Context: an optimization exercise on an open-source flow, tuned for small area. The choices shown serve that exercise and are no tape-out recipe.
No run shown here included a check of the RTL's function; only the layout flow was run.

<file path="constraint.sdc">
create_clock -name core_clock -period 13.0 [get_ports {clk}]
set_input_delay 2.6000 -clock core_clock [delete_from_list [all_inputs] [get_ports {clk}]]
set_output_delay 2.6000 -clock core_clock [all_outputs]
set_load 0.01 [all_outputs]
</file>
<file path="design.v">
module top (
    input clk,
    input rst_n,
    input [7:0] pixel_in,
    input pixel_valid,
    output [6:0] hex,
    output finish,
    output signed [11:0] score0,
    output signed [11:0] score1
);
    integer i;
    reg [7:0] pr;
    reg vr;
    always @(posedge clk) pr <= pixel_in;
    always @(posedge clk or negedge rst_n) if (!rst_n) vr <= 1'b0; else vr <= pixel_valid;
    reg [4:0] col;
    reg [3:0] row;
    always @(posedge clk or negedge rst_n)
        if (!rst_n) begin col <= 5'd0; row <= 4'd0; end
        else if (vr) begin
            if (col == 5'd27) begin col <= 5'd0; if (row != 4'd15) row <= row + 4'd1; end
            else col <= col + 5'd1;
        end
    reg [447:0] sr;
    always @(posedge clk) if (vr && col != 5'd26) sr <= {sr[439:0], pr};
    wire [7:0] t20 = sr[15:8], t21 = sr[7:0], t22 = pr;
    wire [7:0] t10 = sr[231:224], t11 = sr[223:216], t12 = sr[215:208];
    wire m00 = (row == 4'd2) && (col == 5'd1);   
    wire [7:0] t00 = m00 ? 8'd0 : sr[447:440];
    wire [7:0] t01 = sr[439:432], t02 = sr[431:424];
    wire [35:0] l1v;
    l1eng le (.t00(t00), .t01(t01), .t02(t02), .t10(t10), .t11(t11), .t12(t12), .t20(t20), .t21(t21), .t22(t22), .l1v(l1v));
    wire l1ev = vr && !row[0] && (row >= 4'd2) && (row <= 4'd14) && col[0] && (col <= 5'd25);
    wire [2:0] eR = row[3:1] - 3'd1;
    wire [3:0] eC = col[4:1];
    wire enq = l1ev;
    reg [35:0] q0;
    reg [35:0] q1;
    reg [35:0] q2;
    reg [35:0] q3;
    reg [35:0] q4;
    reg [2:0] wp, rp, cnt;
    always @(posedge clk) if (enq && wp == 3'd0) q0 <= l1v;
    always @(posedge clk) if (enq && wp == 3'd1) q1 <= l1v;
    always @(posedge clk) if (enq && wp == 3'd2) q2 <= l1v;
    always @(posedge clk) if (enq && wp == 3'd3) q3 <= l1v;
    always @(posedge clk) if (enq && wp == 3'd4) q4 <= l1v;
    reg [35:0] qh;
    always @* begin
        case (rp)
            3'd0: qh = q0;
            3'd1: qh = q1;
            3'd2: qh = q2;
            3'd3: qh = q3;
            3'd4: qh = q4;
            default: qh = 36'd0;
        endcase
    end
    reg [2:0] hR;
    reg [3:0] hC;
    reg started;
    reg [6:0] pend;
    reg [2:0] fst;   
    wire cm1 = (hC == 4'd12);             
    wire [2:0] Rp = hR + {2'd0, cm1};
    wire reven = ~Rp[0];
    wire codd = hC[0] | cm1;
    wire [2:0] Rm1 = Rp - 3'd1;
    wire [1:0] i2H = Rm1[2:1];
    wire [1:0] i2L = Rp[2:1];
    wire hvalid = (Rp != 3'd0);
    wire [2:0] j2H = hC[3:1];
    wire [2:0] j2L = cm1 ? 3'd0 : hC[3:1] + 3'd1;
    wire [1:0] aH = reven ? 2'd2 : 2'd1;
    wire [1:0] bH = codd ? 2'd2 : 2'd1;
    function needw(input [1:0] i, input [2:0] j);
        begin
            needw = ({i, j} == 5'd0) | ({i, j} == 5'd1) | ({i, j} == 5'd2) | ({i, j} == 5'd4) | ({i, j} == 5'd5) | ({i, j} == 5'd8) | ({i, j} == 5'd9) | ({i, j} == 5'd11) | ({i, j} == 5'd12) | ({i, j} == 5'd13) | ({i, j} == 5'd16) | ({i, j} == 5'd18) | ({i, j} == 5'd19) | ({i, j} == 5'd20);
        end
    endfunction
    wire m0 = hvalid & ~cm1 & needw(i2H, j2H);
    wire m4 = hvalid & codd & needw(i2H, j2L);
    wire m5 = reven & ~cm1 & needw(i2L, j2H);
    wire m6 = reven & codd & needw(i2L, j2L);
    wire cmp0 = m0 & reven & codd;   
    wire [4:0] hij = {i2H, j2H};
    wire [17:0] l3t = ({18{hij == 5'd0}} & 18'd2147) | ({18{hij == 5'd1}} & 18'd197) | ({18{hij == 5'd2}} & 18'd320) | ({18{hij == 5'd4}} & 18'd135175) | ({18{hij == 5'd5}} & 18'd12745) | ({18{hij == 5'd8}} & 18'd21067) | ({18{hij == 5'd9}} & 18'd704) | ({18{hij == 5'd11}} & 18'd28685) | ({18{hij == 5'd12}} & 18'd37711) | ({18{hij == 5'd13}} & 18'd46033) | ({18{hij == 5'd16}} & 18'd1088) | ({18{hij == 5'd18}} & 18'd53248) | ({18{hij == 5'd19}} & 18'd61440) | ({18{hij == 5'd20}} & 18'd69632);
    wire [6:0] vmask = {m6, m5, m4, cmp0 & l3t[12], cmp0 & l3t[6], cmp0 & l3t[0], m0};
    wire qne = (cnt != 3'd0);
    wire [6:0] wm = started ? pend : vmask;
    wire [6:0] low = wm & (~wm + 7'd1);
    wire [6:0] rest = wm & ~low;
    wire run = (fst == 3'd0);
    wire doop = qne && run;
    wire deq = doop && (rest == 7'd0);
    wire last = (hR == 3'd6) && (hC == 4'd9);
    always @(posedge clk or negedge rst_n)
        if (!rst_n) begin
            wp <= 3'd0; rp <= 3'd0; cnt <= 3'd0; hR <= 3'd0; hC <= 4'd0;
            started <= 1'b0; pend <= 7'd0; fst <= 3'd0;
        end else begin
            if (enq) wp <= (wp == 3'd4) ? 3'd0 : wp + 3'd1;
            if (deq) rp <= (rp == 3'd4) ? 3'd0 : rp + 3'd1;
            if (enq && !deq) cnt <= cnt + 3'd1;
            else if (deq && !enq) cnt <= cnt - 3'd1;
            if (doop) begin started <= (rest != 7'd0); pend <= rest; end
            if (deq) begin if (hC == 4'd12) begin hC <= 4'd0; hR <= hR + 3'd1; end else hC <= hC + 4'd1; end
            if (deq && last) fst <= 3'd1;
            else if (fst != 3'd0 && fst != 3'd4) fst <= fst + 3'd1;
        end
    assign finish = (fst == 3'd4);
    wire isL2 = doop && (low[0] | low[4] | low[5] | low[6]);
    wire isL3 = doop && (low[1] | low[2] | low[3]);
    wire isMX = (fst == 3'd1) || (fst == 3'd2);
    wire isFC = (fst == 3'd3);
    wire sH = low[0] | low[4];
    wire sB = low[0] | low[5];
    wire [1:0] oa = sH ? aH : 2'd0;
    wire [1:0] oi = sH ? i2H : i2L;
    wire [1:0] ob = sB ? bH : 2'd0;
    wire [2:0] oj = sB ? j2H : j2L;
    wire [4:0] oij = {oi, oj};
    wire [2:0] slot = ({3{oij == 5'd1}} & 3'd1) | ({3{oij == 5'd2}} & 3'd2) | ({3{oij == 5'd4}} & 3'd3) | ({3{oij == 5'd5}} & 3'd4) | ({3{oij == 5'd8}} & 3'd5) | ({3{oij == 5'd11}} & 3'd1) | ({3{oij == 5'd12}} & 3'd2) | ({3{oij == 5'd13}} & 3'd3) | ({3{oij == 5'd16}} & 3'd4) | ({3{oij == 5'd19}} & 3'd5) | ({3{oij == 5'd20}} & 3'd1);
    wire [3:0] opk2 = {oa, 1'b0} + {2'd0, oa} + {2'd0, ob};
    wire [3:0] opk3 = ({4{low[1]}} & l3t[4:1]) | ({4{low[2]}} & l3t[10:7]) | ({4{low[3]}} & l3t[16:13]);
    wire [4:0] opk = isL2 ? {1'b0, opk2} : isL3 ? (5'd9 + {1'b0, opk3}) : isFC ? 5'd18 : 5'd31;
    wire init2 = (oa == 2'd0) && ((ob == 2'd0) || ((ob == 2'd1) && (oij == 5'd0)));
    wire init3 = (low[1] & l3t[5]) | (low[2] & l3t[11]) | (low[3] & l3t[17]);
    wire init = (isL2 && init2) || (isL3 && init3) || isFC;
    wire comp = doop && low[0] && cmp0;
    wire [3:0] rsel = isL2 ? {1'b0, slot} : isL3 ? (low[1] ? 4'd6 : low[2] ? 4'd7 : 4'd8) : (fst == 3'd1) ? 4'd7 : 4'd8;
    reg [35:0] l2o;
    wire [35:0] l3y;
    wire [35:0] xs = isL2 ? qh : isFC ? l3y : l2o;
    reg [21:0] s0_0, s0_1, s0_2, s0_3, s0_4, s0_5, a0_11, a0_12, a0_16;
    reg [21:0] rd0;
    always @* begin
        case (rsel)
            4'd0: rd0 = s0_0;
            4'd1: rd0 = s0_1;
            4'd2: rd0 = s0_2;
            4'd3: rd0 = s0_3;
            4'd4: rd0 = s0_4;
            4'd5: rd0 = s0_5;
            4'd6: rd0 = a0_11;
            4'd7: rd0 = a0_12;
            default: rd0 = a0_16;
        endcase
    end
    wire [21:0] ai0 = init ? 22'd0 : rd0;
    wire [21:0] o0;
    lane0 u0 (.opk(opk), .x0(xs[11:0]), .x1(xs[23:12]), .x2(xs[35:24]), .acc(ai0), .out(o0));
    wire signed [21:0] rs0 = rd0, as0 = a0_11;
    wire gt0 = rs0 > as0;
    always @(posedge clk) if (isL2 && slot == 3'd0) s0_0 <= o0;
    always @(posedge clk) if (isL2 && slot == 3'd1) s0_1 <= o0;
    always @(posedge clk) if (isL2 && slot == 3'd2) s0_2 <= o0;
    always @(posedge clk) if (isL2 && slot == 3'd3) s0_3 <= o0;
    always @(posedge clk) if (isL2 && slot == 3'd4) s0_4 <= o0;
    always @(posedge clk) if (isL2 && slot == 3'd5) s0_5 <= o0;
    always @(posedge clk) if ((isL3 && low[1]) || (isMX && gt0)) a0_11 <= o0;
    always @(posedge clk) if ((isL3 && low[2]) || isFC) a0_12 <= o0;
    always @(posedge clk) if (isL3 && low[3]) a0_16 <= o0;
    wire [11:0] r2_0 = (!o0[21] && (|o0[20:0])) ? o0[15:4] : 12'd0;
    assign l3y[11:0] = (!a0_11[21] && (|a0_11[20:0])) ? a0_11[18:7] : 12'd0;
    reg [22:0] s1_0, s1_1, s1_2, s1_3, s1_4, s1_5, a1_11, a1_12, a1_16;
    reg [22:0] rd1;
    always @* begin
        case (rsel)
            4'd0: rd1 = s1_0;
            4'd1: rd1 = s1_1;
            4'd2: rd1 = s1_2;
            4'd3: rd1 = s1_3;
            4'd4: rd1 = s1_4;
            4'd5: rd1 = s1_5;
            4'd6: rd1 = a1_11;
            4'd7: rd1 = a1_12;
            default: rd1 = a1_16;
        endcase
    end
    wire [22:0] ai1 = init ? 23'd0 : rd1;
    wire [22:0] o1;
    lane1 u1 (.opk(opk), .x0(xs[11:0]), .x1(xs[23:12]), .x2(xs[35:24]), .acc(ai1), .out(o1));
    wire signed [22:0] rs1 = rd1, as1 = a1_11;
    wire gt1 = rs1 > as1;
    always @(posedge clk) if (isL2 && slot == 3'd0) s1_0 <= o1;
    always @(posedge clk) if (isL2 && slot == 3'd1) s1_1 <= o1;
    always @(posedge clk) if (isL2 && slot == 3'd2) s1_2 <= o1;
    always @(posedge clk) if (isL2 && slot == 3'd3) s1_3 <= o1;
    always @(posedge clk) if (isL2 && slot == 3'd4) s1_4 <= o1;
    always @(posedge clk) if (isL2 && slot == 3'd5) s1_5 <= o1;
    always @(posedge clk) if ((isL3 && low[1]) || (isMX && gt1)) a1_11 <= o1;
    always @(posedge clk) if ((isL3 && low[2]) || isFC) a1_12 <= o1;
    always @(posedge clk) if (isL3 && low[3]) a1_16 <= o1;
    wire [11:0] r2_1 = (!o1[22] && (|o1[21:0])) ? o1[15:4] : 12'd0;
    assign l3y[23:12] = (!a1_11[22] && (|a1_11[21:0])) ? a1_11[18:7] : 12'd0;
    reg [22:0] s2_0, s2_1, s2_2, s2_3, s2_4, s2_5, a2_11, a2_12, a2_16;
    reg [22:0] rd2;
    always @* begin
        case (rsel)
            4'd0: rd2 = s2_0;
            4'd1: rd2 = s2_1;
            4'd2: rd2 = s2_2;
            4'd3: rd2 = s2_3;
            4'd4: rd2 = s2_4;
            4'd5: rd2 = s2_5;
            4'd6: rd2 = a2_11;
            4'd7: rd2 = a2_12;
            default: rd2 = a2_16;
        endcase
    end
    wire [22:0] ai2 = init ? 23'd0 : rd2;
    wire [22:0] o2;
    lane2 u2 (.opk(opk), .x0(xs[11:0]), .x1(xs[23:12]), .x2(xs[35:24]), .acc(ai2), .out(o2));
    wire signed [22:0] rs2 = rd2, as2 = a2_11;
    wire gt2 = rs2 > as2;
    always @(posedge clk) if (isL2 && slot == 3'd0) s2_0 <= o2;
    always @(posedge clk) if (isL2 && slot == 3'd1) s2_1 <= o2;
    always @(posedge clk) if (isL2 && slot == 3'd2) s2_2 <= o2;
    always @(posedge clk) if (isL2 && slot == 3'd3) s2_3 <= o2;
    always @(posedge clk) if (isL2 && slot == 3'd4) s2_4 <= o2;
    always @(posedge clk) if (isL2 && slot == 3'd5) s2_5 <= o2;
    always @(posedge clk) if ((isL3 && low[1]) || (isMX && gt2)) a2_11 <= o2;
    always @(posedge clk) if ((isL3 && low[2])) a2_12 <= o2;
    always @(posedge clk) if (isL3 && low[3]) a2_16 <= o2;
    wire [11:0] r2_2 = (!o2[22] && (|o2[21:0])) ? o2[15:4] : 12'd0;
    assign l3y[35:24] = (!a2_11[22] && (|a2_11[21:0])) ? a2_11[18:7] : 12'd0;
    always @(posedge clk) if (comp) l2o <= {r2_2, r2_1, r2_0};
    assign score0 = a0_12[18:7];
    assign score1 = a1_12[18:7];
    assign hex = !finish ? 7'h7F : (score1 > score0) ? 7'b1000000 : 7'b1111001;
endmodule
module lane0 (
    input [4:0] opk,
    input [11:0] x0, x1, x2,
    input [21:0] acc,
    output [21:0] out
);
    wire [23:0] wv = ({24{opk == 5'd0}} & 24'd1194668) | ({24{opk == 5'd1}} & 24'd15075282) | ({24{opk == 5'd2}} & 24'd13367752) | ({24{opk == 5'd3}} & 24'd1450416) | ({24{opk == 5'd4}} & 24'd912923) | ({24{opk == 5'd5}} & 24'd997907) | ({24{opk == 5'd6}} & 24'd516375) | ({24{opk == 5'd7}} & 24'd3799734) | ({24{opk == 5'd8}} & 24'd2555644) | ({24{opk == 5'd9}} & 24'd193847) | ({24{opk == 5'd10}} & 24'd7470598) | ({24{opk == 5'd11}} & 24'd3212824) | ({24{opk == 5'd12}} & 24'd7079703) | ({24{opk == 5'd13}} & 24'd5629202) | ({24{opk == 5'd14}} & 24'd2675429) | ({24{opk == 5'd15}} & 24'd16455423) | ({24{opk == 5'd16}} & 24'd1194059) | ({24{opk == 5'd17}} & 24'd15933556) | ({24{opk == 5'd18}} & 24'd1671102);
    wire [7:0] w0 = wv[7:0], w1 = wv[15:8], w2 = wv[23:16];
    wire [2:0] b00 = {w0[1], w0[0], 1'b0};
    wire n00 = b00[2] & ~(b00[1] & b00[0]);
    wire o00 = b00[1] ^ b00[0];
    wire t00 = (b00 == 3'b011) | (b00 == 3'b100);
    wire [12:0] m00 = ({13{o00}} & {x0[11], x0}) | ({13{t00}} & {x0, 1'b0});
    wire [12:0] r00 = m00 ^ {13{n00}};
    wire [2:0] b01 = {w0[3], w0[2], w0[1]};
    wire n01 = b01[2] & ~(b01[1] & b01[0]);
    wire o01 = b01[1] ^ b01[0];
    wire t01 = (b01 == 3'b011) | (b01 == 3'b100);
    wire [12:0] m01 = ({13{o01}} & {x0[11], x0}) | ({13{t01}} & {x0, 1'b0});
    wire [12:0] r01 = m01 ^ {13{n01}};
    wire [2:0] b02 = {w0[5], w0[4], w0[3]};
    wire n02 = b02[2] & ~(b02[1] & b02[0]);
    wire o02 = b02[1] ^ b02[0];
    wire t02 = (b02 == 3'b011) | (b02 == 3'b100);
    wire [12:0] m02 = ({13{o02}} & {x0[11], x0}) | ({13{t02}} & {x0, 1'b0});
    wire [12:0] r02 = m02 ^ {13{n02}};
    wire [2:0] b03 = {w0[7], w0[6], w0[5]};
    wire n03 = b03[2] & ~(b03[1] & b03[0]);
    wire o03 = b03[1] ^ b03[0];
    wire t03 = (b03 == 3'b011) | (b03 == 3'b100);
    wire [12:0] m03 = ({13{o03}} & {x0[11], x0}) | ({13{t03}} & {x0, 1'b0});
    wire [12:0] r03 = m03 ^ {13{n03}};
    wire [2:0] b10 = {w1[1], w1[0], 1'b0};
    wire n10 = b10[2] & ~(b10[1] & b10[0]);
    wire o10 = b10[1] ^ b10[0];
    wire t10 = (b10 == 3'b011) | (b10 == 3'b100);
    wire [12:0] m10 = ({13{o10}} & {x1[11], x1}) | ({13{t10}} & {x1, 1'b0});
    wire [12:0] r10 = m10 ^ {13{n10}};
    wire [2:0] b11 = {w1[3], w1[2], w1[1]};
    wire n11 = b11[2] & ~(b11[1] & b11[0]);
    wire o11 = b11[1] ^ b11[0];
    wire t11 = (b11 == 3'b011) | (b11 == 3'b100);
    wire [12:0] m11 = ({13{o11}} & {x1[11], x1}) | ({13{t11}} & {x1, 1'b0});
    wire [12:0] r11 = m11 ^ {13{n11}};
    wire [2:0] b12 = {w1[5], w1[4], w1[3]};
    wire n12 = b12[2] & ~(b12[1] & b12[0]);
    wire o12 = b12[1] ^ b12[0];
    wire t12 = (b12 == 3'b011) | (b12 == 3'b100);
    wire [12:0] m12 = ({13{o12}} & {x1[11], x1}) | ({13{t12}} & {x1, 1'b0});
    wire [12:0] r12 = m12 ^ {13{n12}};
    wire [2:0] b13 = {w1[7], w1[6], w1[5]};
    wire n13 = b13[2] & ~(b13[1] & b13[0]);
    wire o13 = b13[1] ^ b13[0];
    wire t13 = (b13 == 3'b011) | (b13 == 3'b100);
    wire [12:0] m13 = ({13{o13}} & {x1[11], x1}) | ({13{t13}} & {x1, 1'b0});
    wire [12:0] r13 = m13 ^ {13{n13}};
    wire [2:0] b20 = {w2[1], w2[0], 1'b0};
    wire n20 = b20[2] & ~(b20[1] & b20[0]);
    wire o20 = b20[1] ^ b20[0];
    wire t20 = (b20 == 3'b011) | (b20 == 3'b100);
    wire [12:0] m20 = ({13{o20}} & {x2[11], x2}) | ({13{t20}} & {x2, 1'b0});
    wire [12:0] r20 = m20 ^ {13{n20}};
    wire [2:0] b21 = {w2[3], w2[2], w2[1]};
    wire n21 = b21[2] & ~(b21[1] & b21[0]);
    wire o21 = b21[1] ^ b21[0];
    wire t21 = (b21 == 3'b011) | (b21 == 3'b100);
    wire [12:0] m21 = ({13{o21}} & {x2[11], x2}) | ({13{t21}} & {x2, 1'b0});
    wire [12:0] r21 = m21 ^ {13{n21}};
    wire [2:0] b22 = {w2[5], w2[4], w2[3]};
    wire n22 = b22[2] & ~(b22[1] & b22[0]);
    wire o22 = b22[1] ^ b22[0];
    wire t22 = (b22 == 3'b011) | (b22 == 3'b100);
    wire [12:0] m22 = ({13{o22}} & {x2[11], x2}) | ({13{t22}} & {x2, 1'b0});
    wire [12:0] r22 = m22 ^ {13{n22}};
    wire [2:0] b23 = {w2[7], w2[6], w2[5]};
    wire n23 = b23[2] & ~(b23[1] & b23[0]);
    wire o23 = b23[1] ^ b23[0];
    wire t23 = (b23 == 3'b011) | (b23 == 3'b100);
    wire [12:0] m23 = ({13{o23}} & {x2[11], x2}) | ({13{t23}} & {x2, 1'b0});
    wire [12:0] r23 = m23 ^ {13{n23}};
    assign out = acc + ({9'd0, ~r00[12], r00[11:0]} << 0) + ({21'd0, n00} << 0) + ({9'd0, ~r01[12], r01[11:0]} << 2) + ({21'd0, n01} << 2) + ({9'd0, ~r02[12], r02[11:0]} << 4) + ({21'd0, n02} << 4) + ({9'd0, ~r03[12], r03[11:0]} << 6) + ({21'd0, n03} << 6) + ({9'd0, ~r10[12], r10[11:0]} << 0) + ({21'd0, n10} << 0) + ({9'd0, ~r11[12], r11[11:0]} << 2) + ({21'd0, n11} << 2) + ({9'd0, ~r12[12], r12[11:0]} << 4) + ({21'd0, n12} << 4) + ({9'd0, ~r13[12], r13[11:0]} << 6) + ({21'd0, n13} << 6) + ({9'd0, ~r20[12], r20[11:0]} << 0) + ({21'd0, n20} << 0) + ({9'd0, ~r21[12], r21[11:0]} << 2) + ({21'd0, n21} << 2) + ({9'd0, ~r22[12], r22[11:0]} << 4) + ({21'd0, n22} << 4) + ({9'd0, ~r23[12], r23[11:0]} << 6) + ({21'd0, n23} << 6) + 22'd3149824;
endmodule
module lane1 (
    input [4:0] opk,
    input [11:0] x0, x1, x2,
    input [22:0] acc,
    output [22:0] out
);
    wire [23:0] wv = ({24{opk == 5'd0}} & 24'd8340741) | ({24{opk == 5'd1}} & 24'd16749263) | ({24{opk == 5'd2}} & 24'd1753868) | ({24{opk == 5'd3}} & 24'd5702916) | ({24{opk == 5'd4}} & 24'd13023783) | ({24{opk == 5'd5}} & 24'd15186976) | ({24{opk == 5'd6}} & 24'd2704363) | ({24{opk == 5'd7}} & 24'd534510) | ({24{opk == 5'd8}} & 24'd2800833) | ({24{opk == 5'd9}} & 24'd808437) | ({24{opk == 5'd10}} & 24'd13162545) | ({24{opk == 5'd11}} & 24'd16592883) | ({24{opk == 5'd12}} & 24'd144186) | ({24{opk == 5'd13}} & 24'd16121614) | ({24{opk == 5'd14}} & 24'd11537627) | ({24{opk == 5'd15}} & 24'd658179) | ({24{opk == 5'd16}} & 24'd2546420) | ({24{opk == 5'd17}} & 24'd6619349) | ({24{opk == 5'd18}} & 24'd13880339);
    wire [7:0] w0 = wv[7:0], w1 = wv[15:8], w2 = wv[23:16];
    wire [2:0] b00 = {w0[1], w0[0], 1'b0};
    wire n00 = b00[2] & ~(b00[1] & b00[0]);
    wire o00 = b00[1] ^ b00[0];
    wire t00 = (b00 == 3'b011) | (b00 == 3'b100);
    wire [12:0] m00 = ({13{o00}} & {x0[11], x0}) | ({13{t00}} & {x0, 1'b0});
    wire [12:0] r00 = m00 ^ {13{n00}};
    wire [2:0] b01 = {w0[3], w0[2], w0[1]};
    wire n01 = b01[2] & ~(b01[1] & b01[0]);
    wire o01 = b01[1] ^ b01[0];
    wire t01 = (b01 == 3'b011) | (b01 == 3'b100);
    wire [12:0] m01 = ({13{o01}} & {x0[11], x0}) | ({13{t01}} & {x0, 1'b0});
    wire [12:0] r01 = m01 ^ {13{n01}};
    wire [2:0] b02 = {w0[5], w0[4], w0[3]};
    wire n02 = b02[2] & ~(b02[1] & b02[0]);
    wire o02 = b02[1] ^ b02[0];
    wire t02 = (b02 == 3'b011) | (b02 == 3'b100);
    wire [12:0] m02 = ({13{o02}} & {x0[11], x0}) | ({13{t02}} & {x0, 1'b0});
    wire [12:0] r02 = m02 ^ {13{n02}};
    wire [2:0] b03 = {w0[7], w0[6], w0[5]};
    wire n03 = b03[2] & ~(b03[1] & b03[0]);
    wire o03 = b03[1] ^ b03[0];
    wire t03 = (b03 == 3'b011) | (b03 == 3'b100);
    wire [12:0] m03 = ({13{o03}} & {x0[11], x0}) | ({13{t03}} & {x0, 1'b0});
    wire [12:0] r03 = m03 ^ {13{n03}};
    wire [2:0] b10 = {w1[1], w1[0], 1'b0};
    wire n10 = b10[2] & ~(b10[1] & b10[0]);
    wire o10 = b10[1] ^ b10[0];
    wire t10 = (b10 == 3'b011) | (b10 == 3'b100);
    wire [12:0] m10 = ({13{o10}} & {x1[11], x1}) | ({13{t10}} & {x1, 1'b0});
    wire [12:0] r10 = m10 ^ {13{n10}};
    wire [2:0] b11 = {w1[3], w1[2], w1[1]};
    wire n11 = b11[2] & ~(b11[1] & b11[0]);
    wire o11 = b11[1] ^ b11[0];
    wire t11 = (b11 == 3'b011) | (b11 == 3'b100);
    wire [12:0] m11 = ({13{o11}} & {x1[11], x1}) | ({13{t11}} & {x1, 1'b0});
    wire [12:0] r11 = m11 ^ {13{n11}};
    wire [2:0] b12 = {w1[5], w1[4], w1[3]};
    wire n12 = b12[2] & ~(b12[1] & b12[0]);
    wire o12 = b12[1] ^ b12[0];
    wire t12 = (b12 == 3'b011) | (b12 == 3'b100);
    wire [12:0] m12 = ({13{o12}} & {x1[11], x1}) | ({13{t12}} & {x1, 1'b0});
    wire [12:0] r12 = m12 ^ {13{n12}};
    wire [2:0] b13 = {w1[7], w1[6], w1[5]};
    wire n13 = b13[2] & ~(b13[1] & b13[0]);
    wire o13 = b13[1] ^ b13[0];
    wire t13 = (b13 == 3'b011) | (b13 == 3'b100);
    wire [12:0] m13 = ({13{o13}} & {x1[11], x1}) | ({13{t13}} & {x1, 1'b0});
    wire [12:0] r13 = m13 ^ {13{n13}};
    wire [2:0] b20 = {w2[1], w2[0], 1'b0};
    wire n20 = b20[2] & ~(b20[1] & b20[0]);
    wire o20 = b20[1] ^ b20[0];
    wire t20 = (b20 == 3'b011) | (b20 == 3'b100);
    wire [12:0] m20 = ({13{o20}} & {x2[11], x2}) | ({13{t20}} & {x2, 1'b0});
    wire [12:0] r20 = m20 ^ {13{n20}};
    wire [2:0] b21 = {w2[3], w2[2], w2[1]};
    wire n21 = b21[2] & ~(b21[1] & b21[0]);
    wire o21 = b21[1] ^ b21[0];
    wire t21 = (b21 == 3'b011) | (b21 == 3'b100);
    wire [12:0] m21 = ({13{o21}} & {x2[11], x2}) | ({13{t21}} & {x2, 1'b0});
    wire [12:0] r21 = m21 ^ {13{n21}};
    wire [2:0] b22 = {w2[5], w2[4], w2[3]};
    wire n22 = b22[2] & ~(b22[1] & b22[0]);
    wire o22 = b22[1] ^ b22[0];
    wire t22 = (b22 == 3'b011) | (b22 == 3'b100);
    wire [12:0] m22 = ({13{o22}} & {x2[11], x2}) | ({13{t22}} & {x2, 1'b0});
    wire [12:0] r22 = m22 ^ {13{n22}};
    wire [2:0] b23 = {w2[7], w2[6], w2[5]};
    wire n23 = b23[2] & ~(b23[1] & b23[0]);
    wire o23 = b23[1] ^ b23[0];
    wire t23 = (b23 == 3'b011) | (b23 == 3'b100);
    wire [12:0] m23 = ({13{o23}} & {x2[11], x2}) | ({13{t23}} & {x2, 1'b0});
    wire [12:0] r23 = m23 ^ {13{n23}};
    assign out = acc + ({10'd0, ~r00[12], r00[11:0]} << 0) + ({22'd0, n00} << 0) + ({10'd0, ~r01[12], r01[11:0]} << 2) + ({22'd0, n01} << 2) + ({10'd0, ~r02[12], r02[11:0]} << 4) + ({22'd0, n02} << 4) + ({10'd0, ~r03[12], r03[11:0]} << 6) + ({22'd0, n03} << 6) + ({10'd0, ~r10[12], r10[11:0]} << 0) + ({22'd0, n10} << 0) + ({10'd0, ~r11[12], r11[11:0]} << 2) + ({22'd0, n11} << 2) + ({10'd0, ~r12[12], r12[11:0]} << 4) + ({22'd0, n12} << 4) + ({10'd0, ~r13[12], r13[11:0]} << 6) + ({22'd0, n13} << 6) + ({10'd0, ~r20[12], r20[11:0]} << 0) + ({22'd0, n20} << 0) + ({10'd0, ~r21[12], r21[11:0]} << 2) + ({22'd0, n21} << 2) + ({10'd0, ~r22[12], r22[11:0]} << 4) + ({22'd0, n22} << 4) + ({10'd0, ~r23[12], r23[11:0]} << 6) + ({22'd0, n23} << 6) + 23'd7344128;
endmodule
module lane2 (
    input [4:0] opk,
    input [11:0] x0, x1, x2,
    input [22:0] acc,
    output [22:0] out
);
    wire [23:0] wv = ({24{opk == 5'd0}} & 24'd4319348) | ({24{opk == 5'd1}} & 24'd14876169) | ({24{opk == 5'd2}} & 24'd16724015) | ({24{opk == 5'd3}} & 24'd15917061) | ({24{opk == 5'd4}} & 24'd14286815) | ({24{opk == 5'd5}} & 24'd12382183) | ({24{opk == 5'd6}} & 24'd12269800) | ({24{opk == 5'd7}} & 24'd3062) | ({24{opk == 5'd8}} & 24'd13832158) | ({24{opk == 5'd9}} & 24'd1909510) | ({24{opk == 5'd10}} & 24'd4916806) | ({24{opk == 5'd11}} & 24'd13394164) | ({24{opk == 5'd12}} & 24'd15779327) | ({24{opk == 5'd13}} & 24'd14798343) | ({24{opk == 5'd14}} & 24'd14292488) | ({24{opk == 5'd15}} & 24'd5151711) | ({24{opk == 5'd16}} & 24'd2143518) | ({24{opk == 5'd17}} & 24'd2882945) | ({24{opk == 5'd18}} & 24'd0);
    wire [7:0] w0 = wv[7:0], w1 = wv[15:8], w2 = wv[23:16];
    wire [2:0] b00 = {w0[1], w0[0], 1'b0};
    wire n00 = b00[2] & ~(b00[1] & b00[0]);
    wire o00 = b00[1] ^ b00[0];
    wire t00 = (b00 == 3'b011) | (b00 == 3'b100);
    wire [12:0] m00 = ({13{o00}} & {x0[11], x0}) | ({13{t00}} & {x0, 1'b0});
    wire [12:0] r00 = m00 ^ {13{n00}};
    wire [2:0] b01 = {w0[3], w0[2], w0[1]};
    wire n01 = b01[2] & ~(b01[1] & b01[0]);
    wire o01 = b01[1] ^ b01[0];
    wire t01 = (b01 == 3'b011) | (b01 == 3'b100);
    wire [12:0] m01 = ({13{o01}} & {x0[11], x0}) | ({13{t01}} & {x0, 1'b0});
    wire [12:0] r01 = m01 ^ {13{n01}};
    wire [2:0] b02 = {w0[5], w0[4], w0[3]};
    wire n02 = b02[2] & ~(b02[1] & b02[0]);
    wire o02 = b02[1] ^ b02[0];
    wire t02 = (b02 == 3'b011) | (b02 == 3'b100);
    wire [12:0] m02 = ({13{o02}} & {x0[11], x0}) | ({13{t02}} & {x0, 1'b0});
    wire [12:0] r02 = m02 ^ {13{n02}};
    wire [2:0] b03 = {w0[7], w0[6], w0[5]};
    wire n03 = b03[2] & ~(b03[1] & b03[0]);
    wire o03 = b03[1] ^ b03[0];
    wire t03 = (b03 == 3'b011) | (b03 == 3'b100);
    wire [12:0] m03 = ({13{o03}} & {x0[11], x0}) | ({13{t03}} & {x0, 1'b0});
    wire [12:0] r03 = m03 ^ {13{n03}};
    wire [2:0] b10 = {w1[1], w1[0], 1'b0};
    wire n10 = b10[2] & ~(b10[1] & b10[0]);
    wire o10 = b10[1] ^ b10[0];
    wire t10 = (b10 == 3'b011) | (b10 == 3'b100);
    wire [12:0] m10 = ({13{o10}} & {x1[11], x1}) | ({13{t10}} & {x1, 1'b0});
    wire [12:0] r10 = m10 ^ {13{n10}};
    wire [2:0] b11 = {w1[3], w1[2], w1[1]};
    wire n11 = b11[2] & ~(b11[1] & b11[0]);
    wire o11 = b11[1] ^ b11[0];
    wire t11 = (b11 == 3'b011) | (b11 == 3'b100);
    wire [12:0] m11 = ({13{o11}} & {x1[11], x1}) | ({13{t11}} & {x1, 1'b0});
    wire [12:0] r11 = m11 ^ {13{n11}};
    wire [2:0] b12 = {w1[5], w1[4], w1[3]};
    wire n12 = b12[2] & ~(b12[1] & b12[0]);
    wire o12 = b12[1] ^ b12[0];
    wire t12 = (b12 == 3'b011) | (b12 == 3'b100);
    wire [12:0] m12 = ({13{o12}} & {x1[11], x1}) | ({13{t12}} & {x1, 1'b0});
    wire [12:0] r12 = m12 ^ {13{n12}};
    wire [2:0] b13 = {w1[7], w1[6], w1[5]};
    wire n13 = b13[2] & ~(b13[1] & b13[0]);
    wire o13 = b13[1] ^ b13[0];
    wire t13 = (b13 == 3'b011) | (b13 == 3'b100);
    wire [12:0] m13 = ({13{o13}} & {x1[11], x1}) | ({13{t13}} & {x1, 1'b0});
    wire [12:0] r13 = m13 ^ {13{n13}};
    wire [2:0] b20 = {w2[1], w2[0], 1'b0};
    wire n20 = b20[2] & ~(b20[1] & b20[0]);
    wire o20 = b20[1] ^ b20[0];
    wire t20 = (b20 == 3'b011) | (b20 == 3'b100);
    wire [12:0] m20 = ({13{o20}} & {x2[11], x2}) | ({13{t20}} & {x2, 1'b0});
    wire [12:0] r20 = m20 ^ {13{n20}};
    wire [2:0] b21 = {w2[3], w2[2], w2[1]};
    wire n21 = b21[2] & ~(b21[1] & b21[0]);
    wire o21 = b21[1] ^ b21[0];
    wire t21 = (b21 == 3'b011) | (b21 == 3'b100);
    wire [12:0] m21 = ({13{o21}} & {x2[11], x2}) | ({13{t21}} & {x2, 1'b0});
    wire [12:0] r21 = m21 ^ {13{n21}};
    wire [2:0] b22 = {w2[5], w2[4], w2[3]};
    wire n22 = b22[2] & ~(b22[1] & b22[0]);
    wire o22 = b22[1] ^ b22[0];
    wire t22 = (b22 == 3'b011) | (b22 == 3'b100);
    wire [12:0] m22 = ({13{o22}} & {x2[11], x2}) | ({13{t22}} & {x2, 1'b0});
    wire [12:0] r22 = m22 ^ {13{n22}};
    wire [2:0] b23 = {w2[7], w2[6], w2[5]};
    wire n23 = b23[2] & ~(b23[1] & b23[0]);
    wire o23 = b23[1] ^ b23[0];
    wire t23 = (b23 == 3'b011) | (b23 == 3'b100);
    wire [12:0] m23 = ({13{o23}} & {x2[11], x2}) | ({13{t23}} & {x2, 1'b0});
    wire [12:0] r23 = m23 ^ {13{n23}};
    assign out = acc + ({10'd0, ~r00[12], r00[11:0]} << 0) + ({22'd0, n00} << 0) + ({10'd0, ~r01[12], r01[11:0]} << 2) + ({22'd0, n01} << 2) + ({10'd0, ~r02[12], r02[11:0]} << 4) + ({22'd0, n02} << 4) + ({10'd0, ~r03[12], r03[11:0]} << 6) + ({22'd0, n03} << 6) + ({10'd0, ~r10[12], r10[11:0]} << 0) + ({22'd0, n10} << 0) + ({10'd0, ~r11[12], r11[11:0]} << 2) + ({22'd0, n11} << 2) + ({10'd0, ~r12[12], r12[11:0]} << 4) + ({22'd0, n12} << 4) + ({10'd0, ~r13[12], r13[11:0]} << 6) + ({22'd0, n13} << 6) + ({10'd0, ~r20[12], r20[11:0]} << 0) + ({22'd0, n20} << 0) + ({10'd0, ~r21[12], r21[11:0]} << 2) + ({22'd0, n21} << 2) + ({10'd0, ~r22[12], r22[11:0]} << 4) + ({22'd0, n22} << 4) + ({10'd0, ~r23[12], r23[11:0]} << 6) + ({22'd0, n23} << 6) + 23'd7344128;
endmodule
module l1eng (input [7:0] t00, t01, t02, t10, t11, t12, t20, t21, t22, output [35:0] l1v);
    wire [7:0] u00 = t00 ^ 8'h80;
    wire [7:0] u01 = t01 ^ 8'h80;
    wire [7:0] u02 = t02 ^ 8'h80;
    wire [7:0] u10 = t10 ^ 8'h80;
    wire [7:0] u11 = t11 ^ 8'h80;
    wire [7:0] u12 = t12 ^ 8'h80;
    wire [7:0] u20 = t20 ^ 8'h80;
    wire [7:0] u21 = t21 ^ 8'h80;
    wire [7:0] u22 = t22 ^ 8'h80;
    wire [16:0] cs0 = ({9'd0, u00} << 0) + ({9'd0, u00} << 2) + ({9'd0, ~u00} << 5) + ({9'd0, u00} << 7) + ({9'd0, u01} << 0) + ({9'd0, u01} << 3) + ({9'd0, ~u02} << 0) + ({9'd0, u02} << 2) + ({9'd0, u02} << 6) + ({9'd0, u10} << 1) + ({9'd0, u10} << 4) + ({9'd0, ~u10} << 6) + ({9'd0, ~u11} << 2) + ({9'd0, u11} << 4) + ({9'd0, u12} << 1) + ({9'd0, ~u12} << 4) + ({9'd0, u12} << 6) + ({9'd0, u20} << 0) + ({9'd0, u20} << 2) + ({9'd0, u20} << 4) + ({9'd0, ~u20} << 7) + ({9'd0, ~u21} << 1) + ({9'd0, u21} << 3) + ({9'd0, ~u21} << 5) + ({9'd0, ~u22} << 4) + 17'd50215;
    wire [11:0] l1o0 = (!cs0[16] && (|cs0[15:0])) ? cs0[15:4] : 12'd0;
    wire [16:0] cs1 = ({9'd0, ~u00} << 0) + ({9'd0, ~u00} << 2) + ({9'd0, ~u00} << 4) + ({9'd0, u01} << 0) + ({9'd0, ~u01} << 2) + ({9'd0, ~u02} << 0) + ({9'd0, ~u02} << 2) + ({9'd0, u02} << 5) + ({9'd0, ~u10} << 2) + ({9'd0, ~u10} << 4) + ({9'd0, ~u11} << 1) + ({9'd0, ~u11} << 3) + ({9'd0, u12} << 0) + ({9'd0, u12} << 2) + ({9'd0, u12} << 4) + ({9'd0, u20} << 2) + ({9'd0, ~u20} << 4) + ({9'd0, ~u20} << 6) + ({9'd0, ~u21} << 1) + ({9'd0, ~u21} << 4) + ({9'd0, ~u21} << 6) + ({9'd0, u22} << 0) + ({9'd0, ~u22} << 7) + 17'd79070;
    wire [11:0] l1o1 = (!cs1[16] && (|cs1[15:0])) ? cs1[15:4] : 12'd0;
    wire [16:0] cs2 = ({9'd0, ~u00} << 4) + ({9'd0, u00} << 7) + ({9'd0, u01} << 3) + ({9'd0, ~u01} << 5) + ({9'd0, ~u02} << 1) + ({9'd0, ~u10} << 1) + ({9'd0, u10} << 4) + ({9'd0, u10} << 6) + ({9'd0, u11} << 0) + ({9'd0, u11} << 3) + ({9'd0, u11} << 5) + ({9'd0, u12} << 0) + ({9'd0, u12} << 4) + ({9'd0, ~u12} << 6) + ({9'd0, ~u20} << 0) + ({9'd0, u20} << 5) + ({9'd0, u21} << 3) + ({9'd0, u21} << 5) + ({9'd0, u22} << 0) + ({9'd0, u22} << 3) + 17'd70773;
    wire [11:0] l1o2 = (!cs2[16] && (|cs2[15:0])) ? cs2[15:4] : 12'd0;
    assign l1v = {l1o2, l1o1, l1o0};
endmodule
</file>
<file path="run.sh">
#!/bin/bash
# synth_recipe.tcl (not shown) runs the flow's synth.tcl, then flattens the netlist and writes it again
# the make line also repeats each setting of config.mk as NAME=value (left out here)
make -C /OpenROAD-flow-scripts/flow DESIGN_CONFIG=/design/flow/config.mk WORK_HOME=/design/flow/orfs CLKGATE_MAP_FILE= SYNTH_SCRIPT=/design/flow/synth_recipe.tcl finish
</file>
<file path="config.mk">
export PLATFORM = sky130hd
export DESIGN_NAME = top
export DESIGN_NICKNAME = top
export VERILOG_FILES = /design/flow/design.v
export SDC_FILE = /design/flow/constraint.sdc
export NUM_CORES = 8
export LEC_CHECK = 0
export CAP_MARGIN = 20
export CORE_MARGIN = 2
export CORE_UTILIZATION = 40
export SLEW_MARGIN = 20
</file>
==> results of run 1 <==
[metal layers]
metal | track usage (%) | up-vias
li1 | - | 31050
met1 | 41.04 | 35740
met2 | 38.69 | 3741
met3 | 5.322 | 471
met4 | 7.407 | 0
met5 | 0 | -
[cell usage in the layout (no fill, tap or decap), drive strengths merged, types with 53 or more instances in the layout]
cell type  synthesis  layout
a211oi           216     216
a21oi            533     533
a22o              93      93
a22oi            248     248
a31oi            186     186
and2              53      53
buf              135     888
clkbuf           420     167
clkinv             1      55
edfxtp          1276    1276
fa               877     877
ha               546     546
inv             1102    1109
mux2i             97      97
nand2            752     752
nand3             99      99
nor2             441     441
nor3             118     118
o21ai            318     318
o22ai             66      66
xnor2            154     154
[layout make-up]
cell class / count / area [µm²]
tap: 3150 / 3941
sequential: 1320 / 39380
clock buffer: 166 / 3611
inverter: 1103 / 4140
multi-input combinational: 5556 / 50100
clock inverter: 78 / 978.4
fill: 21490 / 125500
timing repair buffer: 929 / 7781
antenna: 5 / 12.51
[flip-flops by register name, summed over array words and instances (netlist names), 36 cells and up]
name,count
q0,36
q3,36
l2o,36
sr,448
q2,36
q1,36
q4,36
[metrics by stage]
| step | setup WS [ns] | hold WS, ns | utilization [%] |
|---|---|---|---|
| 5_1_grt | -0.1007 | 0.4105 | 46.70 |
| 6_report | 0.4077 | 0.4044 | 46.70 |
| 4_1_cts | 0.005811 | 0.4058 | 46.38 |
| 2_1_floorplan | 0.05918 | 0.4003 | - |
| 3_5_place_dp | -0.1634 | 0.4045 | 44.42 |
| 3_3_place_gp | -0.06005 | 0.4003 | 44.42 |
[final timing paths]
path / from / endpoint / slack [ns] / depth (start not counted)
worst min register to register: sr[357]$_DFFE_PP_ / sr[365]$_DFFE_PP_ / 0.40 / 0
min in group asynchronous: rst_n / vr$_DFF_PN0_ / 1.93 / 1
worst max register to register: hC[0]$_DFFE_PN0P_ / l2o[20]$_SDFFCE_PN0P_ / 0.41 / 53
worst min-delay path: sr[357]$_DFFE_PP_ / sr[365]$_DFFE_PP_ / 0.40 / 0
max in group asynchronous: rst_n / hC[1]$_DFFE_PN0P_ / 10.38 / 1
worst max-delay path: hC[0]$_DFFE_PN0P_ / l2o[20]$_SDFFCE_PN0P_ / 0.41 / 53
[cells by family after synthesis]
family,synth area share (%)
adders and majority gates,25.73
other,0.003956
and+or+nand+nor,8.162
AOI/OAI and AO/OA,14.55
buffers and inverters,6.813
DFF,41.54
xor gates and xnor gates,1.835
muxes,1.373
[repair_timing]
action | in CTS | in global routing
gates resized for setup | 11 | 139
buffers inserted | 0 | 16
endpoints found under the hold margin | 0 | 0
endpoints found under the setup margin | 76 | 189
pin swaps | 0 | 40
gates cloned | 0 | 1
==> results.tsv, run 1 <==
stage	metric	value	unit
run_status	outcome	timing/DRC/antenna clean	
setup_path	cp.arrival	13.13	ns
clocking	cts_root_buffer	clkbuf_16	
logic_synthesis	yosys_warnings	1	
sta	finalCritPeriodShare	96.86	%
finish	drive_gt1_share	15.08	%
floorplanning	core_area	235400	µm²
sta	setup_viol	0	
routing	drt-met1-wl	145.3	mm
setup_path	required	13.54	ns
floorplanning	ioPinCount	43	
logic_synthesis	synth_seq_area_share	41.54	%
sta	slew_headroom	17.09	%
finish	area_delta_synth_final	15.97	%
setup_path	cp_max_fo	7	
setup_path	path_class	flip-flop to flip-flop	
logic_synthesis	synth_most_common_cell	edfxtp_1	
routing	via_per_inst	5.769	
clocking	cts_tree	yes	
clocking	h-tree-depth	4	
placed_design	gp_congestion	0.9789	
sta	tns	0	ns
routing	postRouteAntennaNets	0	
logic_synthesis	synth_cells	8534	
floorplanning	fp.dieH	490.8	µm
routing	post_drt_wl_per_cell	26.69	µm
routing	routed-via-count	71000	
routing	wl	328.5	mm
grt	globalRoute.totalOverflow	0	
setup_path	cpPeakStageDelay	0.93	ns
logic_synthesis	yosys-top-cells-area	edfxtp_1 40%, fa_1 19%, ha_1 7.2%	
clocking	hold_buffers	0	
routing	drtPass1Iterations	6	
logic_synthesis	syn-mean-instance-area	11.11	µm²
placed_design	io_buffers	41	
sta	tightestPinTransition	1.235	ns
setup_path	cp-start-kind	flip-flop	
grt	antenna_found_initial	11	
floorplanning	start_util	40.27	%
logic_synthesis	synth_commonest_cells	1276 x edfxtp_1, 1098 x inv_1, 877 x fa_1	
routing	top_layer	met4	
logic_synthesis	synthesis.nets	9968	
finish	instances_no_fill	12310	
placed_design	hpwl	251.0	mm
logic_synthesis	syn_area	94800	µm²
clocking	cts_sinks	1320	
finish	design_area	109900	µm²
grt	grtUsageTotal	26.91	%
floorplanning	row_count	178	
logic_synthesis	synth-main-ff-cell	edfxtp_1	
grt	grt_pass1_vias	68860	
placed_design	dpl_cell_area	104600	µm²
routing	drt-initial-drc-count	9340	
routing	routed-wl-met3	34.42	mm
grt	grt_max_degree	181	
sta	clock.fmax	79.41	MHz
clocking	clk_path_buf_depth	3	
grt	grt_pass1_wl	478.5	mm
setup_path	cp_common_cell	ha_1	
job	cap_violations	0	
logic_synthesis	synth_top_area_share	40.42	%
routing	drc	0	
setup_path	crit_family	adder cells	
finish	fin_nets	10480	
sta	min_period	12.59	ns
logic_synthesis	synth_edf_count	1276	
logic_synthesis	ys_async_sr_fraction	2.727	%
setup_path	cp_num_buf_inv	8	
clocking	cts_buffers	137	
worst_hold_path	hold_class	flip-flop to flip-flop	
setup_path	end_kind	flip-flop	
logic_synthesis	yosysTopAreaCell	edfxtp_1	
placed_design	placedCellCount	12040	
clocking	cts.reportedPaths.clkPinSlew	0.06	ns
setup_path	cpMaxStageDelayCell	o31ai_1	
floorplanning	dieWidth	490.8	µm
floorplanning	fp.dieArea	240900	µm²
sta	clock_skew	0.05137	ns
logic_synthesis	ys_ff_latch	1320	
sta	slew_violations	0	
routing	wl_met2	138.8	mm
clocking	clock_latency	0.79	ns
logic_synthesis	synthDistinctLibCells	106	
sta	hold_violations	0	
==> run 2, diff against run 1 <==
--- a/config.mk
+++ b/config.mk
@@ -6,4 +6,5 @@
 export NUM_CORES = 8
 export LEC_CHECK = 0
+export ABC_AREA = 1
 export CAP_MARGIN = 20
 export CORE_MARGIN = 2
==> results.tsv, run 2 <==
stage	metric	value	unit
clocking	h-tree-depth	4	
grt	grt_pass1_wl	446.8	mm
setup_path	r2r_setup_slack	0.58	ns
grt	grt_max_degree	85	
routing	wl	302.9	mm
setup_path	required	13.52	ns
sta	setup_viol	0	
finish	area_delta_synth_final	15.87	%
finish	final_cell_mix	1512 x inv_1, 1412 x nand2_1, 1276 x edfxtp_1	
setup_path	cpPeakStageDelay	0.57	ns
finish	design_area	107200	µm²
placed_design	gp_congestion	1.025	
sta	hold_violations	0	
floorplanning	core_area	230100	µm²
finish	final_common_cell	inv_1	
clocking	clock_latency	0.83	ns
sta	min_period	12.42	ns
run_status	outcome	timing/DRC/antenna clean	
sta	clock.fmax	80.52	MHz
logic_synthesis	yosysTopAreaCell	edfxtp_1	
clocking	cts_buffers	137	
setup_path	cp-start-kind	flip-flop	
sta	holdWs	0.4055	ns
worst_hold_path	hold_class	flip-flop to flip-flop	
routing	via_per_inst	5.332	
floorplanning	fp.dieH	485	µm
finish	drive_gt1_share	14.80	%
logic_synthesis	synth_top_area_share	41.40	%
logic_synthesis	yosys_warnings	1	
routing	drc	0	
logic_synthesis	syn-mean-instance-area	10.66	µm²
logic_synthesis	synth-main-ff-cell	edfxtp_1	
grt	grt_pass1_vias	66780	
logic_synthesis	synth_seq_area_share	42.55	%
clocking	cts_sinks	1320	
clocking	cts_root_buffer	clkbuf_16	
setup_path	path_class	flip-flop to flip-flop	
clocking	cts.reportedPaths.clkPinSlew	0.06	ns
setup_path	cp.arrival	12.93	ns
setup_path	cpMaxStageDelayCell	fa_1	
logic_synthesis	synth_edf_count	1276	
placed_design	hpwl	237.4	mm
routing	drtPass1Iterations	6	
routing	post_drt_wl_per_cell	24.23	µm
logic_synthesis	ys_async_sr_fraction	2.727	%
logic_synthesis	synthDistinctLibCells	80	
job	cap_violations	0	
floorplanning	row_count	176	
floorplanning	dieWidth	485	µm
placed_design	dpl_cell_area	101600	µm²
sta	tightestPinTransition	1.148	ns
logic_synthesis	synthesis.nets	10120	
clocking	clk_path_buf_depth	3	
logic_synthesis	synth_commonest_cells	1527 x inv_1, 1433 x nand2_1, 1276 x edfxtp_1	
setup_path	end_kind	flip-flop	
grt	grtUsageTotal	25.77	%
sta	slew_violations	0	
routing	drt-initial-drc-count	7206	
logic_synthesis	synth_cells	8681	
finish	fin_nets	10800	
sta	finalCritPeriodShare	95.54	%
floorplanning	start_util	40.22	%
finish	num-fill-cells	21180	
grt	globalRoute.totalOverflow	0	
floorplanning	ioPinCount	43	
finish	largest_reg_flops	448	
clocking	cts_tree	yes	
setup_path	cp_max_fo	12	
sta	clock_skew	0.08113	ns
logic_synthesis	syn_area	92550	µm²
routing	routed-via-count	66670	
sta	slew_headroom	22.50	%
logic_synthesis	yosys-top-cells-area	edfxtp_1 41%, fa_1 19%, ha_1 7.4%	
floorplanning	fp.dieArea	235200	µm²
routing	postRouteAntennaNets	0	
grt	antenna_found_initial	10	
finish	top_register	sr	
logic_synthesis	ys_ff_latch	1320	
logic_synthesis	synth_most_common_cell	inv_1	
placed_design	io_buffers	41	
## run 2: cell types whose count changed in the layout (fill, tap and decap cells not counted), moves of 84 or more
| cell | before | now |
|---|---|---|
| nand2_1 | 739 | 1412 |
| mux2i_1 | 93 | 1 |
| a31oi_1 | 182 | 46 |
| xnor2_1 | 146 | 50 |
| a211oi_1 | 211 | 40 |
| xor2_1 | 39 | 319 |
| nand4_1 | 26 | 120 |
| nand3_1 | 97 | 344 |
| nor3_1 | 110 | 26 |
| a21oi_1 | 511 | 177 |
| inv_1 | 1096 | 1512 |
| a22oi_1 | 247 | 4 |
| o21ai_1 | 41 | 127 |
## run 2: timing repair
item / 4_1_cts / 5_1_grt
hold buffers: 0 / 0
setup endpoints to repair: 42 / 182
setup buffers: 0 / 29
resized for setup: 14 / 170
cloned: 0 / 1
pin swaps: 0 / 72
## run 2: path summary, 6_finish.rpt
path	endpoint	depth (start not counted)	startpoint
worst max-delay path	a1_11[22]$_DFFE_PP_	72	hC[1]$_DFFE_PN0P_
worst min-delay path	sr[33]$_DFFE_PP_	0	sr[25]$_DFFE_PP_
worst max register to register	a1_11[22]$_DFFE_PP_	72	hC[1]$_DFFE_PN0P_
worst min register to register	sr[33]$_DFFE_PP_	0	sr[25]$_DFFE_PP_
max in group asynchronous	fst[1]$_DFFE_PN0P_	1	rst_n
min in group asynchronous	vr$_DFF_PN0_	1	rst_n
## run 2: metal layers
layer / vias to the layer above / global-route usage, % / part of all wire, %
met4: 8 / 10.65 / 4.7
met5: - / 0 / 0.017
met2: 2726 / 38.52 / 43
met1: 33420 / 37.27 / 44
met3: 504 / 4.143 / 8.0
li1: 30010 / - / -
## run 2: cell families after synthesis
logic type	Yosys count	share of synthesized area [%]
and+or+nand+nor	2519	11.88
buffers and inverters	1935	8.159
adders and majority gates	1423	26.35
DFF	1320	42.55
AOI/OAI and AO/OA	1108	7.483
xor gates and xnor gates	372	3.521
muxes	3	0.04732
other	1	0.004052
## run 2: worst max-delay path, delay by kind of cell, from the launching register on
family	cells	cell delay, ns
adder cells (fa/ha/maj)	15	5.20
flip-flops	1	0.36
AO/OA/AOI/OAI	10	1.30
buffers and inverters	15	1.59
AND/OR/NAND/NOR	30	3.30
XOR/XNOR	2	0.36
## run 2: metrics by stage
step           cells  setup slack, ns  TNS, ns  util, %
3_3_place_gp   12220          -0.3652   -7.857    44.16
6_report       12500           0.5803        0    46.60
4_1_cts        12470         0.004772        0    46.18
3_5_place_dp   12220          -0.4664   -11.12    44.16
2_1_floorplan   8681           0.4639        0        -
5_1_grt        12500          -0.1145   -1.365    46.60
## run 2: area by class of cell
cell class / count / area, µm² / share of cell area, %
diodes: 1 / 2.502 / 0.002334
well taps: 3026 / 3786 / 3.531
multi-input cells: 5426 / 46460 / 43.33
clock inverters: 88 / 1036 / 0.9662
flip-flops and latches: 1320 / 39380 / 36.72
repair buffers: 867 / 6929 / 6.462
inverters: 1612 / 6073 / 5.664
clock buffers: 163 / 3566 / 3.326
==> run 3, diff against run 2 <==
--- a/config.mk
+++ b/config.mk
@@ -10,3 +10,4 @@
 export CORE_MARGIN = 2
 export CORE_UTILIZATION = 40
+export GPL_TIMING_DRIVEN = 0
 export SLEW_MARGIN = 20
==> results.tsv, run 3 <==
stage	metric	value	unit
logic_synthesis	syn-mean-instance-area	10.66	µm²
logic_synthesis	synth_commonest_cells	1527 x inv_1, 1433 x nand2_1, 1276 x edfxtp_1	
finish	largest_reg_flops	448	
sta	setup_viol	19	
logic_synthesis	synth_most_common_cell	inv_1	
routing	post_drt_wl_per_cell	27.18	µm
setup_path	cp-start-kind	flip-flop	
routing	drtPass1Iterations	8	
clocking	hold_buffers	0	
finish	final_cell_mix	1497 x inv_1, 1360 x nand2_1, 1276 x edfxtp_1	
setup_path	cp.arrival	13.65	ns
setup_path	r2r_setup_slack	-0.13	ns
clocking	clk_path_buf_depth	3	
grt	antenna_found_initial	9	
floorplanning	start_util	40.22	%
setup_path	path_class	flip-flop to flip-flop	
setup_path	crit_family	adder cells	
floorplanning	row_count	176	
routing	postRouteAntennaNets	0	
sta	slew_headroom	14.04	%
sta	rsz0062_at_grt	yes	
clocking	clock_latency	0.80	ns
clocking	cts_sinks	1320	
setup_path	cpMaxStageDelayCell	clkbuf_1	
finish	area_delta_synth_final	15.19	%
routing	wl	331.9	mm
routing	routed-via-count	66990	
grt	grtUsageTotal	28.02	%
setup_path	end_kind	flip-flop	
logic_synthesis	synth_cells	8681	
sta	tightestPinTransition	1.285	ns
setup_path	cp.depth	60	
setup_path	cp_max_fo	10	
finish	top_register	sr	
logic_synthesis	ys_ff_latch	1320	
clocking	h-tree-depth	4	
logic_synthesis	synthDistinctLibCells	80	
logic_synthesis	ys_async_sr_fraction	2.727	%
placed_design	io_buffers	41	
logic_synthesis	yosys_warnings	1	
floorplanning	ioPinCount	43	
run_status	failed_checks	setup timing	
placed_design	gp_congestion	0.9814	
run_status	outcome	complete, but fails checks	
logic_synthesis	synth_edf_count	1276	
finish	drive_gt1_share	13.01	%
floorplanning	fp.dieArea	235200	µm²
sta	clock.fmax	76.18	MHz
clocking	cts_tree	yes	
finish	fin_nets	10510	
finish	seqCellArea	39380	µm²
routing	via_per_inst	5.485	
setup_path	cpPeakStageDelay	0.68	ns
setup_path	required	13.53	ns
worst_hold_path	hold_class	flip-flop to flip-flop	
worst_hold_path	hold_start	sr[123]$_DFFE_PP_	
setup_path	r2r_start	hC[0]$_DFFE_PN0P_	
finish	final_core_util	46.32	%
logic_synthesis	synth_top_area_share	41.40	%
clocking	cts_buffers	131	
finish	final_common_cell	inv_1	
setup_path	rr_worst_depth	60	
grt	grt_pass1_vias	66220	
setup_path	timing.rr.end	a1_11[22]$_DFFE_PP_	
floorplanning	core_area	230100	µm²
finish	multi_input_area	47930	µm²
sta	hold_violations	0	
logic_synthesis	yosysTopAreaCell	edfxtp_1	
setup_path	cp_num_buf_inv	13	
floorplanning	fp.dieH	485	µm
sta	fin_ws	-0.1264	ns
finish	instances_no_fill	12210	
sta	min_period	13.13	ns
worst_hold_path	hold_path_end	sr[131]$_DFFE_PP_	
grt	globalRoute.totalOverflow	0	
grt	grt_pass1_wl	473.1	mm
clocking	cts_root_buffer	clkbuf_16	
job	cap_violations	0	
logic_synthesis	syn_area	92550	µm²
routing	drc	0	
placed_design	hpwl	260.2	mm
sta	slew_violations	0	
clocking	cts.reportedPaths.clkPinSlew	0.06	ns
sta	finalCritPeriodShare	101.0	%
finish	num-fill-cells	20960	
logic_synthesis	yosys-top-cells-area	edfxtp_1 41%, fa_1 19%, ha_1 7.4%	
placed_design	placedCellCount	11800	
logic_synthesis	synth_seq_area_share	42.55	%
routing	drt-initial-drc-count	7881	
grt	grt_max_degree	56	
logic_synthesis	synthesis.nets	10120	
sta	clock_skew	0.04352	ns
worst_hold_path	min_delay_path_depth	0	
floorplanning	dieWidth	485	µm
logic_synthesis	synth-main-ff-cell	edfxtp_1	
[run 3: repair_timing]
action,4_1_cts,5_1_grt
gates cloned,1,1
pin swaps,79,104
endpoints found under the hold margin,0,0
setup buffers,119,52
gates resized for setup,399,276
setup endpoints to repair,486,225
[run 3: cells by family after synthesis]
kind of cell / after synthesis / share of synthesized area [%]
and+or+nand+nor: 2519 / 11.88
buffers and inverters: 1935 / 8.159
adders and majority gates: 1423 / 26.35
DFF: 1320 / 42.55
AOI/OAI and AO/OA: 1108 / 7.483
xor gates and xnor gates: 372 / 3.521
muxes: 3 / 0.04732
other: 1 / 0.004052
[run 3: area by class of cell]
cell class | count | share of cell area [%]
multi-input combinational | 5426 | 44.96
antenna | 4 | 0.009390
sequential | 1320 | 36.94
buffer | 314 | 1.680
timing repair buffer | 271 | 2.987
clock inverter | 80 | 0.9226
tap | 3026 | 3.552
clock buffer | 159 | 3.183
inverter | 1612 | 5.763
[run 3: how the worst max path moves through the flow]
stage / startpoint / slack [ns] / end
2_1_floorplan: hC[1]$_DFFE_PN0P_ / 0.46 / l2o[21]$_SDFFCE_PN0P_
3_3_place_gp: hC[1]$_DFFE_PN0P_ / -4.52 / l2o[29]$_SDFFCE_PN0P_
3_5_place_dp: hC[1]$_DFFE_PN0P_ / -3.38 / l2o[18]$_SDFFCE_PN0P_
4_1_cts: hC[0]$_DFFE_PN0P_ / -0.01 / a1_11[22]$_DFFE_PP_
5_1_grt: hC[0]$_DFFE_PN0P_ / -0.49 / l2o[29]$_SDFFCE_PN0P_
6_report: hC[0]$_DFFE_PN0P_ / -0.13 / a1_11[22]$_DFFE_PP_
[run 3: through the flow]
stage	instance area, µm²	setup TNS (ns)	setup WS (ns)	hold WS (ns)
CTS	105200	-0.05165	-0.01159	0.4019
finish	106600	-1.885	-0.1264	0.3962
global placement	96760	-1535.14	-4.516	0.4003
detailed placement	98300	-647.52	-3.383	0.4045
global route	106600	-23.32	-0.4946	0.3997
floorplan	92560	0	0.4639	0.4003
[run 3: layer usage]
layer	vias to the layer above	GRT usage, %	wire length [µm]
met2	3290	42.39	145500
met1	33680	39.73	140600
met3	582	5.498	31100
met4	0	10.84	14780
met5	-	0	0
li1	29430	-	-

## port drivers added, routing unchanged
The flow's constraints put no driver on any port. The routed layouts listed below were extracted and timed again, unchanged, in two steps.
Step 1 (the two cells are an assumption about what drives the block):
set clk [get_ports {clk}]
set_driving_cell -lib_cell sky130_fd_sc_hd__clkbuf_16 $clk
set_driving_cell -lib_cell sky130_fd_sc_hd__buf_2 [delete_from_list [all_inputs] $clk]
Step 2 moves the port delays by t, midway between the first and last clock arrival at a register: inputs arrive t later, outputs are due t later. That takes back most of the time a late clock gives input paths.
Slacks: no drivers / after step 1 / after step 2; pairs: no drivers / after step 1.
| run | t, ns | slack for setup (ns) | slew at the worst register clock pin (ns) | worst slew at a driven data input, ns | cell pins on the clock port's net |
|---|---|---|---|---|---|
| run 1 | 0.855 | 0.408 / 0.408 / 0.408 | 0.07 / 0.07 | 0.03 | 1 |
| run 2 | 0.879 | 0.580 / 0.580 / 0.580 | 0.07 / 0.07 | 0.08 | 1 |
| run 3 | 0.872 | -0.126 / -0.126 / -0.126 | 0.08 / 0.08 | 0.05 | 1 |
